This design comes from an exercise in tuning for small area and a short achievable clock period on the open sky130 flow, not from production work. No driver is modelled on the clock port, so clocking that relies on it looks cheaper here than on a real chip. Power and IR drop assume default switching activity.

old:
==> flow/design.v (excerpt) <==
module adatreceive(clk8x, rst, sdi, frame_sync, bit_sync,
	ch1, ch2, ch3, ch4,
	ch5, ch6, ch7, ch8);
Size: roughly 600 cells after synthesis, about 250 flip-flops, roughly 8000 um^2 of cells after synthesis.
export LEC_CHECK = 0
export CAP_MARGIN = 20
export CORE_MARGIN = 2
export CORE_UTILIZATION = 60
export CTS_CLUSTER_DIAMETER = 60
export CTS_CLUSTER_SIZE = 30
export SETUP_SLACK_MARGIN = 1.1
export SLEW_MARGIN = 20
export SYNTH_HIERARCHICAL = 1
create_clock -name core_clock -period 2.7 [get_ports {clk8x}]
standard.sh (not shown) runs the stock make flow with config.mk's settings and CLKGATE_MAP_FILE= SYNTH_SCRIPT=/design/flow/synth_recipe.tcl, a recipe that flattens the netlist after the stock synthesis.
==> flow/flow/run.sh <==
#!/bin/bash
# Own layout flow: the standard ORFS layout, with one change to clock tree
# synthesis (cts_hook.tcl): the intermediate levels of TritonCTS's tree are
# removed, so the leaf buffers hang directly on the root buffer's net. The tree
# stays balanced (every register is two buffers from the clock port).
# Port buffers start as buf_1 (the smallest buffer) instead of clkdlybuf4s50_1.
# After global placement each output port buffer is moved next to the
# register that drives it, as a buf_2 kept at that size (place_hook.tcl).
set -euo pipefail
here=$(pwd)
export PRE_CTS_TCL=$here/flow/cts_hook.tcl
export BUFFER_PORTS_ARGS="-buffer_cell sky130_fd_sc_hd__buf_1"
export POST_GLOBAL_PLACE_TCL=$here/flow/place_hook.tcl
bash standard.sh > "$here/standard_flow.log" 2>&1
Other scripts of this flow, unchanged in this note and not shown: flow/flow/cts_hook.tcl, flow/flow/place_hook.tcl
old: PASS, flow complete, no timing, DRC or antenna violations
## Diff of input files: new against old
Settings: SETUP_SLACK_MARGIN changed from 1.1 to 1.2.
--- outcome ---
old has a lower final worst-path cycle share than new. Logic depth of the worst register-to-register path in new vs old: down 1. Against old, power per cell area in new fell slightly. new vs. old: met3 track demand over resource has remained practically unchanged, basic-gate share of the synthesized area counting and, or, nand and nor cells about even, via count of the first global-routing pass closely matched the old numbers, detailed-route vias per instance higher, overall power consumption has remained practically unchanged. Minimum clock period after layout: new > old.
No run of this note included a check of the RTL's function; only the layout flow was run.

========
Setup of willow:
The RTL this note starts from:
==> flow/design.v <==
`timescale 1ns / 1ps
module adatreclock(clk, rst, sdi, sample, sample_valid);
	input wire clk;
	input wire rst;
	input wire sdi;
	output wire sample;
	output reg sample_valid;
	reg d1, d2;
	reg [2:0] sample_timer;
	wire edge_detected = d1 ^ d2;
	assign sample = d2;
	always @ (posedge clk) begin
		if (rst) begin
			d1 <= 1'b0;
			d2 <= 1'b0;
			sample_timer <= 3'b0;
			sample_valid <= 1'b0;
		end
		else begin
			d1 <= sdi;
			d2 <= d1;
			if (edge_detected)
				sample_timer <= 3'b0;
			else
				sample_timer <= sample_timer + 3'd1;
			sample_valid <= !edge_detected && (sample_timer == 3'd3);
		end
	end
endmodule
`timescale 1ns / 1ps
module adatreceive(clk8x, rst, sdi, frame_sync, bit_sync,
	ch1, ch2, ch3, ch4,
	ch5, ch6, ch7, ch8);
	input wire clk8x;
	input wire rst;
	input wire sdi;
	output reg frame_sync;
	output wire bit_sync;
	output wire [23:0] ch1;
	output wire [23:0] ch2;
	output wire [23:0] ch3;
	output wire [23:0] ch4;
	output wire [23:0] ch5;
	output wire [23:0] ch6;
	output wire [23:0] ch7;
	output wire [23:0] ch8;
	reg [7:0] bitpos;
	reg [9:0] hist_hi;
	reg [18:0] hist_lo;
	wire [28:0] shiftreg = {hist_hi, hist_lo};
	reg prevbit;
	wire [23:0] sample;
	wire [23:0] rsample;
	wire [23:0] ldval;
	wire sdi_reclocked;
	wire found_sync_pattern;
	assign sample[23:20] = shiftreg[28:25];
	assign sample[19:16] = shiftreg[23:20];
	assign sample[15:12] = shiftreg[18:15];
	assign sample[11:8]  = shiftreg[13:10];
	assign sample[7:4]   = shiftreg[8:5];
	assign sample[3:0]   = shiftreg[3:0];
	genvar i;
	generate
		for (i = 0; i < 24; i = i + 1) begin
			assign rsample[i] = sample[23-i];
		end
	endgenerate
	assign ldval = rst ? 24'd0 : rsample;
	adatreclock reclocker(
		.clk(clk8x),
		.rst(rst),
		.sdi(sdi),
		.sample(sdi_reclocked),
		.sample_valid(bit_sync)
	);
	assign found_sync_pattern =
		(shiftreg[28:19] == 10'b0000000000);
	reg [7:0] ld_q;
	wire [7:0] ld_next;
	assign ld_next[0] = ~found_sync_pattern & (bitpos == 8'd33);
	assign ld_next[1] = ~found_sync_pattern & (bitpos == 8'd63);
	assign ld_next[2] = ~found_sync_pattern & (bitpos == 8'd93);
	assign ld_next[3] = ~found_sync_pattern & (bitpos == 8'd123);
	assign ld_next[4] = ~found_sync_pattern & (bitpos == 8'd153);
	assign ld_next[5] = ~found_sync_pattern & (bitpos == 8'd183);
	assign ld_next[6] = ~found_sync_pattern & (bitpos == 8'd213);
	assign ld_next[7] = ~found_sync_pattern & (bitpos == 8'd243);
	wire [7:0] ld = ld_q | {8{rst}};
	wire [7:0] ldn = ~ld;
	adatrx_hold #(.W(24)) chreg1 (.clk(clk8x), .ld(ld[0]), .ldn(ldn[0]), .d(ldval), .q(ch1));
	adatrx_hold #(.W(24)) chreg2 (.clk(clk8x), .ld(ld[1]), .ldn(ldn[1]), .d(ldval), .q(ch2));
	adatrx_hold #(.W(24)) chreg3 (.clk(clk8x), .ld(ld[2]), .ldn(ldn[2]), .d(ldval), .q(ch3));
	adatrx_hold #(.W(24)) chreg4 (.clk(clk8x), .ld(ld[3]), .ldn(ldn[3]), .d(ldval), .q(ch4));
	adatrx_hold #(.W(24)) chreg5 (.clk(clk8x), .ld(ld[4]), .ldn(ldn[4]), .d(ldval), .q(ch5));
	adatrx_hold #(.W(24)) chreg6 (.clk(clk8x), .ld(ld[5]), .ldn(ldn[5]), .d(ldval), .q(ch6));
	adatrx_hold #(.W(24)) chreg7 (.clk(clk8x), .ld(ld[6]), .ldn(ldn[6]), .d(ldval), .q(ch7));
	adatrx_hold #(.W(24)) chreg8 (.clk(clk8x), .ld(ld[7]), .ldn(ldn[7]), .d(ldval), .q(ch8));
	always @ (posedge clk8x) begin
		if (bit_sync)
			hist_lo <= {hist_hi[0], hist_lo[18:1]};
	end
	always @ (posedge clk8x) begin
		if (rst) begin
			frame_sync <= 1'b0;
			bitpos <= 8'd0;
			hist_hi <= 10'h3ff;
			prevbit <= 1'b0;
			ld_q <= 8'd0;
		end
		else begin
			frame_sync <= bit_sync & found_sync_pattern;
			if (bit_sync) begin
				prevbit <= sdi_reclocked;
				ld_q <= ld_next;
				hist_hi <= {sdi_reclocked ^ prevbit, hist_hi[9:1]};
				if (found_sync_pattern)
					bitpos <= 8'd0;
				else
					bitpos <= bitpos + 8'd1;
			end
		end
	end
endmodule
module adatrx_hold #(parameter W = 24) (clk, ld, ldn, d, q);
	input wire clk;
	input wire ld;
	input wire ldn;
	input wire [W-1:0] d;
	output reg [W-1:0] q;
	always @ (posedge clk)
		q <= ({W{ld}} & d) | ({W{ldn}} & q);
endmodule
clock: 2.7 ns
lec_check: 0
cap_margin: 20
core_margin: 2
core_utilization: 60
cts_cluster_diameter: 60
cts_cluster_size: 30
setup_slack_margin: 1.2
slew_margin: 20
synth_hierarchical: 1
==> flow/flow/run.sh <==
#!/bin/bash
# Own layout flow: the standard ORFS layout, with one change to clock tree
# synthesis (cts_hook.tcl): the intermediate levels of TritonCTS's tree are
# removed, so the leaf buffers hang directly on the root buffer's net. The tree
# stays balanced (every register is two buffers from the clock port).
# Port buffers start as buf_1 (the smallest buffer) instead of clkdlybuf4s50_1.
set -euo pipefail
here=$(pwd)
export PRE_CTS_TCL=$here/flow/cts_hook.tcl
export BUFFER_PORTS_ARGS="-buffer_cell sky130_fd_sc_hd__buf_1"
bash standard.sh > "$here/standard_flow.log" 2>&1
==> flow/flow/cts_hook.tcl <==
# Wrap clock_tree_synthesis: after TritonCTS builds its tree, remove the
# buffers between the root buffer and the leaf (cluster) buffers, and hang
# the leaf buffers directly on the net their removed driver was driven by.
rename clock_tree_synthesis tritoncts_clock_tree_synthesis
proc clock_tree_synthesis { args } {
  tritoncts_clock_tree_synthesis {*}$args
  set block [ord::get_db_block]
  for { set level 1 } { $level < 10 } { incr level } {
    foreach inst [$block getInsts] {
      set name [$inst getName]
      if { ![string match "clkbuf_${level}_*" $name] } { continue }
      set in [[$inst findITerm A] getNet]
      set out [[$inst findITerm X] getNet]
      foreach it [$out getITerms] {
        if { [$it getInst] ne $inst } {
          $it disconnect
          $it connect $in
        }
      }
      odb::dbInst_destroy $inst
      odb::dbNet_destroy $out
      puts "cts_hook: removed $name"
    }
  }
}
> inputs changed (willow -> lagoon)
Settings: SETUP_SLACK_MARGIN now 1.3, was 1.2.
diff --git a/flow/flow/run.sh b/flow/flow/run.sh
--- a/flow/flow/run.sh
+++ b/flow/flow/run.sh
@@ -5,7 +5,10 @@
 # stays balanced (every register is two buffers from the clock port).
 # Port buffers start as buf_1 (the smallest buffer) instead of clkdlybuf4s50_1.
+# After global placement each output port buffer is moved next to the
+# register that drives it, as a buf_2 kept at that size (place_hook.tcl).
 set -euo pipefail
 here=$(pwd)
 export PRE_CTS_TCL=$here/flow/cts_hook.tcl
 export BUFFER_PORTS_ARGS="-buffer_cell sky130_fd_sc_hd__buf_1"
+export POST_GLOBAL_PLACE_TCL=$here/flow/place_hook.tcl
 bash standard.sh > "$here/standard_flow.log" 2>&1
==> flow/flow/place_hook.tcl (new file) <==
# After global placement: put each output port buffer on the spot of the
# register (or gate) that drives it, so that the register sees only the
# buffer's input and the buffer drives the wire to the port. The buffer is
# made a buf_2 and kept at that size and place by marking it don't-touch
# (detailed placement still legalizes it next to its driver).
set block [ord::get_db_block]
set db [ord::get_db]
set buf2 [$db findMaster sky130_fd_sc_hd__buf_2]
set moved 0
foreach inst [$block getInsts] {
  if { ![string match "output*" [$inst getName]] } { continue }
  set net [[$inst findITerm A] getNet]
  if { $net eq "NULL" } { continue }
  foreach it [$net getITerms] {
    if { [$it isOutputSignal] } {
      set loc [[$it getInst] getLocation]
      $inst swapMaster $buf2
      $inst setLocation [lindex $loc 0] [lindex $loc 1]
      $inst setDoNotTouch 1
      incr moved
      break
    }
  }
}
puts "place_hook: moved $moved output buffers to their drivers"
### Flow results
Changes observed in lagoon relative to willow: fraction of area in multi-input gates now smaller; routed wire length now larger; count of routing violations after the opening detailed-route iteration now larger; cell count now larger; first-pass GRT wire length now larger.
met2 track demand over resource came out higher on lagoon than on willow.
Commonest non-fill, non-tap cell in the layout: sky130_fd_sc_hd__a22o_1 -> willow, sky130_fd_sc_hd__buf_2 -> lagoon
lagoon completed end to end with timing, DRC and antenna clean.
No run of this note included a check of the RTL's function; only the layout flow was run.

[afterwards: timing with drivers on the ports]
The results above use ideal ports. As a check the final layouts listed here were re-extracted and re-timed, cells and wires unchanged.
Step 1: set_driving_cell puts a clkbuf_16 on clk8x and a buf_2 on each other input, an assumption about the parent block.
Step 2 also shifts input and output timing later by t, the mid clock arrival at the registers, as if the neighbouring blocks saw the same clock.
Slacks: no drivers / after step 1 / after step 2; pairs: no drivers / after step 1.
run	shift t [ns]	slack for setup (ns)	pins driven straight from the clock port
old	0.462	1.165 / 1.142 / 0.782	1
new	0.468	1.109 / 1.066 / 0.861	1
willow	0.462	1.206 / 1.166 / 0.848	1
lagoon	0.462	1.229 / 1.189 / 0.958	1
After both steps every run listed still meets setup and hold. The setup slack of old, which loses most, moves by -0.023 ns with the drivers and by -0.383 ns with both steps.
